From an optimization exercise on the open Yosys and OpenROAD flow, aimed at small area; shortcuts taken in it are not production practice. Function was checked by simulation only, so behaviour that the tests miss may differ from the original. Power and IR drop assume default switching activity.

==> v32: inputs <==
==> flow/design.v (excerpt) <==
module TamaguchiUpdateNewPro(
    input boton_jugar,
    input boton_alimentar,
    input sensor_luz,
    input boton_curar,
    input echo,
    input rst_neg,
    input clk,
    input boton_acelerar,
    output trigger,
    output [6:0] segment,
    output [1:0] anodos,
    output rs,
    output rw,
    output enable,
    output [7:0] data,
    output prb
);
wire rst = ~rst_neg;
assign prb = boton_acelerar;
assign rw = 1'b0;
wire object_detected;
wire [2:0] state;
wire [2:0] sac, div, sal, fel;   
wire [1:0] des_h;                
wire des_l;
control_fsm modulo_principal(
    .clk(clk),
    .rst(rst),
    .boton_jugar(boton_jugar),
    .boton_alimentar(boton_alimentar),
    .boton_curar(boton_curar),
    .sensor_luz(sensor_luz),
    .boton_caricia(object_detected),
    .fast_button(boton_acelerar),
    .sac(sac), .div(div), .des_h(des_h), .des_l(des_l), .sal(sal), .fel(fel),
    .state(state),
    .an(anodos),
    .sseg(segment)
);
UltrasonicSensor dhaissdnas(
    .clk(clk),
    .rst(rst),
    .trigger(trigger),
    .echo(echo),
    .object_detected(object_detected)
);
visualizacion_personalizada diahdias(
    .clk(clk),
  ...
==> flow/config.mk <==
export PLATFORM = sky130hd
export DESIGN_NAME = TamaguchiUpdateNewPro
export DESIGN_NICKNAME = TamaguchiUpdateNewPro
export VERILOG_FILES = /design/flow/design.v
export SDC_FILE = /design/flow/constraint.sdc
export NUM_CORES = 4
export LEC_CHECK = 0
export CAP_MARGIN = 20
export CORE_MARGIN = 2
export CORE_UTILIZATION = 65
export PLACE_DENSITY = 0.75
export SLEW_MARGIN = 20
==> flow/constraint.sdc <==
create_clock -name core_clock -period 10.0 [get_ports {clk}]
set_input_delay 2.0000 -clock core_clock [delete_from_list [all_inputs] [get_ports {clk}]]
set_output_delay 2.0000 -clock core_clock [all_outputs]
set_load 0.01 [all_outputs]
standard.sh (not shown) runs the stock make flow with config.mk's settings and CLKGATE_MAP_FILE= SYNTH_SCRIPT=/design/flow/synth_recipe.tcl, a recipe that flattens the netlist after the stock synthesis.
==> flow/flow/run.sh <==
#!/bin/bash
# Own flow: the standard layout, with three changes:
#  - synthesis maps the logic with an area-oriented ABC script (flow/area.abc)
#    instead of ORFS's abc script; everything before ABC (and so every register,
#    its name and cell) is the standard synthesis;
#  - port buffers are buf_1 (every input and output still gets one);
#  - CTS builds the clock tree from clkbuf_8 and adds no dummy loads.
set -euo pipefail
work=$PWD
export MY_ABC_SCRIPT=$work/flow/area.abc
export FLOW_WORK=$work
sed -e "s#SYNTH_SCRIPT=[^ ]*#SYNTH_SCRIPT=$work/flow/synth.tcl#" standard.sh > $work/synth_std.sh
sed -e "s#\"\${@:-finish}\"#'BUFFER_PORTS_ARGS=-buffer_cell sky130_fd_sc_hd__buf_1' 'CTS_ARGS=-sink_clustering_enable -repair_clock_nets -dont_use_dummy_load -sink_clustering_size 25 -sink_clustering_max_diameter 200 -buf_list sky130_fd_sc_hd__clkbuf_8' \"\${@:-finish}\"#" standard.sh > $work/layout_std.sh
bash $work/synth_std.sh synth > $work/synth.log 2>&1
bash $work/layout_std.sh > $work/layout.log 2>&1
==> flow/flow/area.abc <==
strash
dc2
&get -n
&deepsyn -T 300
&put
strash
&get -n
&dch -f
&nf -R 1000
&put
==> flow/flow/synth.tcl <==
# synth_recipe.tcl with one change: ABC runs flow/area.abc in place of the
# script ORFS passes it. The other ABC arguments (liberty, dont_use, constraints)
# are kept.
proc abc {args} {
  set i [lsearch $args -script]
  if {$i >= 0} { set args [lreplace $args [expr {$i+1}] [expr {$i+1}] $::env(MY_ABC_SCRIPT)] }
  yosys abc {*}$args
}
source $::env(FLOW_WORK)/synth_recipe.tcl
==> v37: changes against v32 <==
--- a/flow/design.v
+++ b/flow/design.v
@@ -1,27 +1,39 @@
-module BCDtoSSeg (input [4:0] BCD, output [6:0] SSeg);
-wire [4:0] j = BCD;
-assign SSeg[6] = (~j[2] & j[3]) | (j[0] & j[4]);
-assign SSeg[5] = (j[2] & ~j[4]);
-assign SSeg[4] = (~j[1] & j[2]);
-assign SSeg[3] = (j[1] & ~j[2]) | (~j[2] & j[3]) | (j[0] & j[4]);
-assign SSeg[2] = (~j[0] & ~j[4]) | (j[1] & ~j[2]) | (j[1] & j[3]) | (~j[2] & j[3]);
-assign SSeg[1] = (j[1] & ~j[2]) | (~j[0] & j[3]);
-assign SSeg[0] = (j[1] & ~j[2]) | (~j[2] & j[4]);
+module BCDtoSSeg (input [3:0] BCD, output reg [6:0] SSeg);
+always @(*) begin
+  case (BCD)
+    4'd0: SSeg = 7'b0000001;
+    4'd1: SSeg = 7'b1001111;
+    4'd2: SSeg = 7'b0010010;
+    4'd3: SSeg = 7'b0000110;
+    4'd4: SSeg = 7'b1001100;
+    4'd5: SSeg = 7'b0100100;
+    4'd6: SSeg = 7'b0100000;
+    4'd7: SSeg = 7'b0001111;
+    4'd8: SSeg = 7'b0000000;
+    4'd9: SSeg = 7'b0000100;
+    4'ha: SSeg = 7'b0001000;
+    4'hb: SSeg = 7'b1100000;
+    4'hc: SSeg = 7'b0110001;
+    4'hd: SSeg = 7'b1000010;
+    4'he: SSeg = 7'b0110000;
+    default: SSeg = 7'b0111000;
+  endcase
+end
 endmodule
 module Temporizador7seg (
     input clk,
     input reset,
     input fast_button,
     output [1:0] an,
     output [6:0] sseg,
     output reg bandera
 );
-    reg [4:0] BCD;
+    reg [3:0] BCD;
     reg [5:0] counter_seg;    
     reg fast_q;               
     reg freq;
     reg [5:0] segundero;      
     wire wrap = fast_q ? (counter_seg > 6'd10) : (counter_seg[5] & counter_seg[3] & counter_seg[0]);
     wire freq_rise = wrap & ~freq;
     wire seg59 = ~segundero[0] & ~segundero[1] & ~segundero[3] & segundero[4] & ~segundero[5];
     wire seg60 = ~segundero[0] & ~segundero[1] & ~segundero[2] & ~segundero[4] & segundero[5];
@@ -30,25 +42,25 @@
         else counter_seg <= counter_seg + 6'd1;
         if (!wrap) fast_q <= fast_button;
         if (reset) freq <= 1'b0;
         else freq <= freq ^ wrap;
     end
     always @(posedge clk) begin
         if (reset) begin
             segundero <= 6'd0;
-            BCD <= 5'd0;
+            BCD <= 4'd9;
             bandera <= 1'b0;
         end else if (freq_rise) begin
             if (seg60) begin
                 segundero <= 6'd0;
-                BCD <= {BCD[3:0], ~BCD[4]};
+                BCD <= (BCD == 4'd0) ? 4'd9 : BCD - 4'd1;
             end else begin
                 segundero <= {segundero[4:0], ~(segundero[5] ^ segundero[4])};
-                bandera <= seg59 & BCD[4] & ~BCD[3];
+                bandera <= seg59 & (BCD == 4'd0);
             end
         end
     end
     assign an = 2'b10;
     BCDtoSSeg visualizador (.BCD(BCD), .SSeg(sseg));
 endmodule
 module UltrasonicSensor(
     input clk,
@@ -114,20 +126,20 @@
     .clk(clk),
     .reset(rst),
     .fast_button(fast_button),
     .an(an),
     .sseg(sseg),
     .bandera(bandera)
 );
 function [2:0] lvl_inc(input [2:0] n);
-    lvl_inc = {n[2] | (n[1] & n[0]), ~n[2] & (n[1] ^ n[0]), ~n[2] & ~n[0]};
+    lvl_inc = n[2] ? 3'd4 : n + 3'd1;
 endfunction
 function [2:0] lvl_dec(input [2:0] n);
-    lvl_dec = {1'b0, n[2] | (n[1] & n[0]), n[2] | (n[1] & ~n[0])};
+    lvl_dec = (n == 3'd0) ? 3'd0 : n - 3'd1;
 endfunction
 wire t400 = ~timer[0] & ~timer[1] & ~timer[2] & timer[3] & timer[4] & ~timer[6] & timer[7];
 wire t240 = timer[0] & ~timer[1] & timer[3] & timer[4] & timer[6] & timer[8];
 wire t120 = timer[0] & timer[1] & timer[2] & timer[4] & timer[6] & timer[8];
 wire accion = (state != ESTADO_IDEAL) & (state != ESTADO_NEUTRO) & (state != ESTADO_MUERTO);
 wire bump = ~t240 & (t120 | bandera);
 always @(posedge clk) begin
     if (rst) begin
@@ -152,17 +164,17 @@
             ESTADO_NEUTRO: begin
                 if (bandera) begin
                     if (!bandera_prev) begin
                         bandera_prev <= 1'b1;
                         sac <= lvl_dec(sac);
                         div <= lvl_dec(div);
                         sal <= lvl_dec(sal);
                         fel <= lvl_dec(fel);
-                        if (des_h != 2'd0) des_h <= {des_h[1] & des_h[0], ~des_h[0]};
+                        if (des_h != 2'd0) des_h <= des_h - 2'd1;
                         else des_l <= 1'b0;
                     end
                 end else if (sac == 3'd0 || sal == 3'd0) begin
                     state <= ESTADO_MUERTO;
                 end else begin
                     bandera_prev <= 1'b0;
                     if (boton_jugar) state <= ESTADO_DIVERSION;
                     else if (boton_alimentar) state <= ESTADO_ALIMENTAR;
@@ -177,22 +189,22 @@
             end
             default: begin   
                 if (t240 | bandera) state <= ESTADO_NEUTRO;
                 if (bump) begin
                     case (state)
                         ESTADO_DIVERSION: begin
                             div <= lvl_inc(div);
                             fel <= lvl_inc(fel);
-                            if (des_h != 2'd0) des_h <= {des_h[1] & des_h[0], ~des_h[0]};
+                            if (des_h != 2'd0) des_h <= des_h - 2'd1;
                             else if (des_l) des_h <= 2'd3;
                         end
                         ESTADO_ALIMENTAR: sac <= lvl_inc(sac);
                         ESTADO_DESCANSO: begin
-                            if (~des_h[1] | (~des_h[0] & ~des_l)) des_h <= {des_h[1] ^ des_h[0], ~des_h[0]};
+                            if (~des_h[1] | (~des_h[0] & ~des_l)) des_h <= des_h + 2'd1;
                             else begin des_h <= 2'd3; des_l <= 1'b1; end
                         end
                         ESTADO_SALUD: sal <= lvl_inc(sal);
                         default: fel <= lvl_inc(fel);
                     endcase
                 end
             end
         endcase
==> flow/run.sh (new file) <==
#!/bin/bash
# synth_recipe.tcl (not shown) runs the flow's synth.tcl, then flattens the netlist and writes it again
# the make line also repeats each setting of config.mk as NAME=value (left out here)
make -C /OpenROAD-flow-scripts/flow DESIGN_CONFIG=/design/flow/config.mk WORK_HOME=/design/flow/orfs CLKGATE_MAP_FILE= SYNTH_SCRIPT=/design/flow/synth_recipe.tcl finish
==> flow/config.mk (replaced) <==
export PLATFORM = sky130hd
export DESIGN_NAME = TamaguchiUpdateNewPro
export DESIGN_NICKNAME = TamaguchiUpdateNewPro
export VERILOG_FILES = /design/flow/design.v
export SDC_FILE = /design/flow/constraint.sdc
export NUM_CORES = 4
export LEC_CHECK = 0
export ABC_AREA = 1
export CAP_MARGIN = 20
export CORE_MARGIN = 2
export CORE_UTILIZATION = 40
export PLACE_DENSITY = 0.6
export SLEW_MARGIN = 20
removed: flow/flow/run.sh
removed: flow/flow/area.abc
removed: flow/flow/synth.tcl
removed: flow/standard.sh
==> summary of the runs <==
In v32 the critical path depth is lower than in v37, by 6.
In v32 the register-to-register slack is lower than in v37, by 340 ps.
Of v32 and v37, v32 has the higher non-clock buffer count (gap 1).
In v37 the sequential share of layout area is lower than in v32, by 5.3 points.
Of v32 and v37, v32 has the higher clock skew (gap 16 ps).
In combinational power, v37 is at 6.5 times the value of v32.
In v32 the maximum frequency is smaller than in v37, by 11%.
In v32 the clock power is lower than in v37, by about 50%.
Of v37 and v32, v37 has the higher final cell count (gap about 50%, measured against v32).
==> figures <==
Maximum number of pins on one net before global-route repair: v32 40; v37 26
Final area over synthesized area: v32 1.0675x; v37 1.1089x
Part of the power in the clock network: v32 33.1%; v37 36.7%
Nonclk inv count: v32 42; v37 152
WL met3: v32 1155 um; v37 1024 um
Total Nets Final: v32 739; v37 1017
Die span in y: v32 92.72 um; v37 130.0 um
Shortest clock period the worst path allows after layout: v32 6659 ps; v37 5933 ps
Dpl ws: v32 3839 ps; v37 4489 ps
Routed len/inst: v32 19.11 um; v37 14.59 um
Area of the die: v32 8597 um2; v37 16910 um2
Result of the run: v32 finished clean; v37 finished clean
Synthesized-area fraction occupied by and/or/nand/nor cells: v32 23.45%; v37 28.14%
Xor-xnor portion of the synthesized cell area: v32 1.541%; v37 0.9648%
Vias in the first global route: v32 4976; v37 5707
TritonCTS Sinks: v32 80; v37 86
Area used by sequential logic in the layout: v32 1692 um2; v37 1812 um2
Routability Congestion: v32 0.9662; v37 0.9790
Count of filler cells inserted in the layout: v32 568; v37 1631

==> re-timing with driven ports <==
The flow's constraints put no driver on any port. The routed layouts listed below were extracted and timed again, unchanged, in two steps.
Step 1 sets driving cells, clkbuf_16 on the clock port and buf_2 on the other inputs (assumed; they add their load-dependent delay and slew).
Step 2, shift: input delay + t, output delay - t, t = (earliest + latest rising clock arrival at the registers) / 2. This alone moves slack from input paths to output paths.
Slacks: ideal ports / drivers / drivers and shift; pairs: ideal ports / drivers.
| run | t, ns | slack for setup (ns) | worst setup path at the end |
|---|---|---|---|
| v32 | 0.371 | 3.341 / 3.303 / 3.675 | register to output |
| v37 | 0.381 | 4.067 / 4.027 / 4.408 | register to output |
After both steps setup and hold are still met in every run listed.
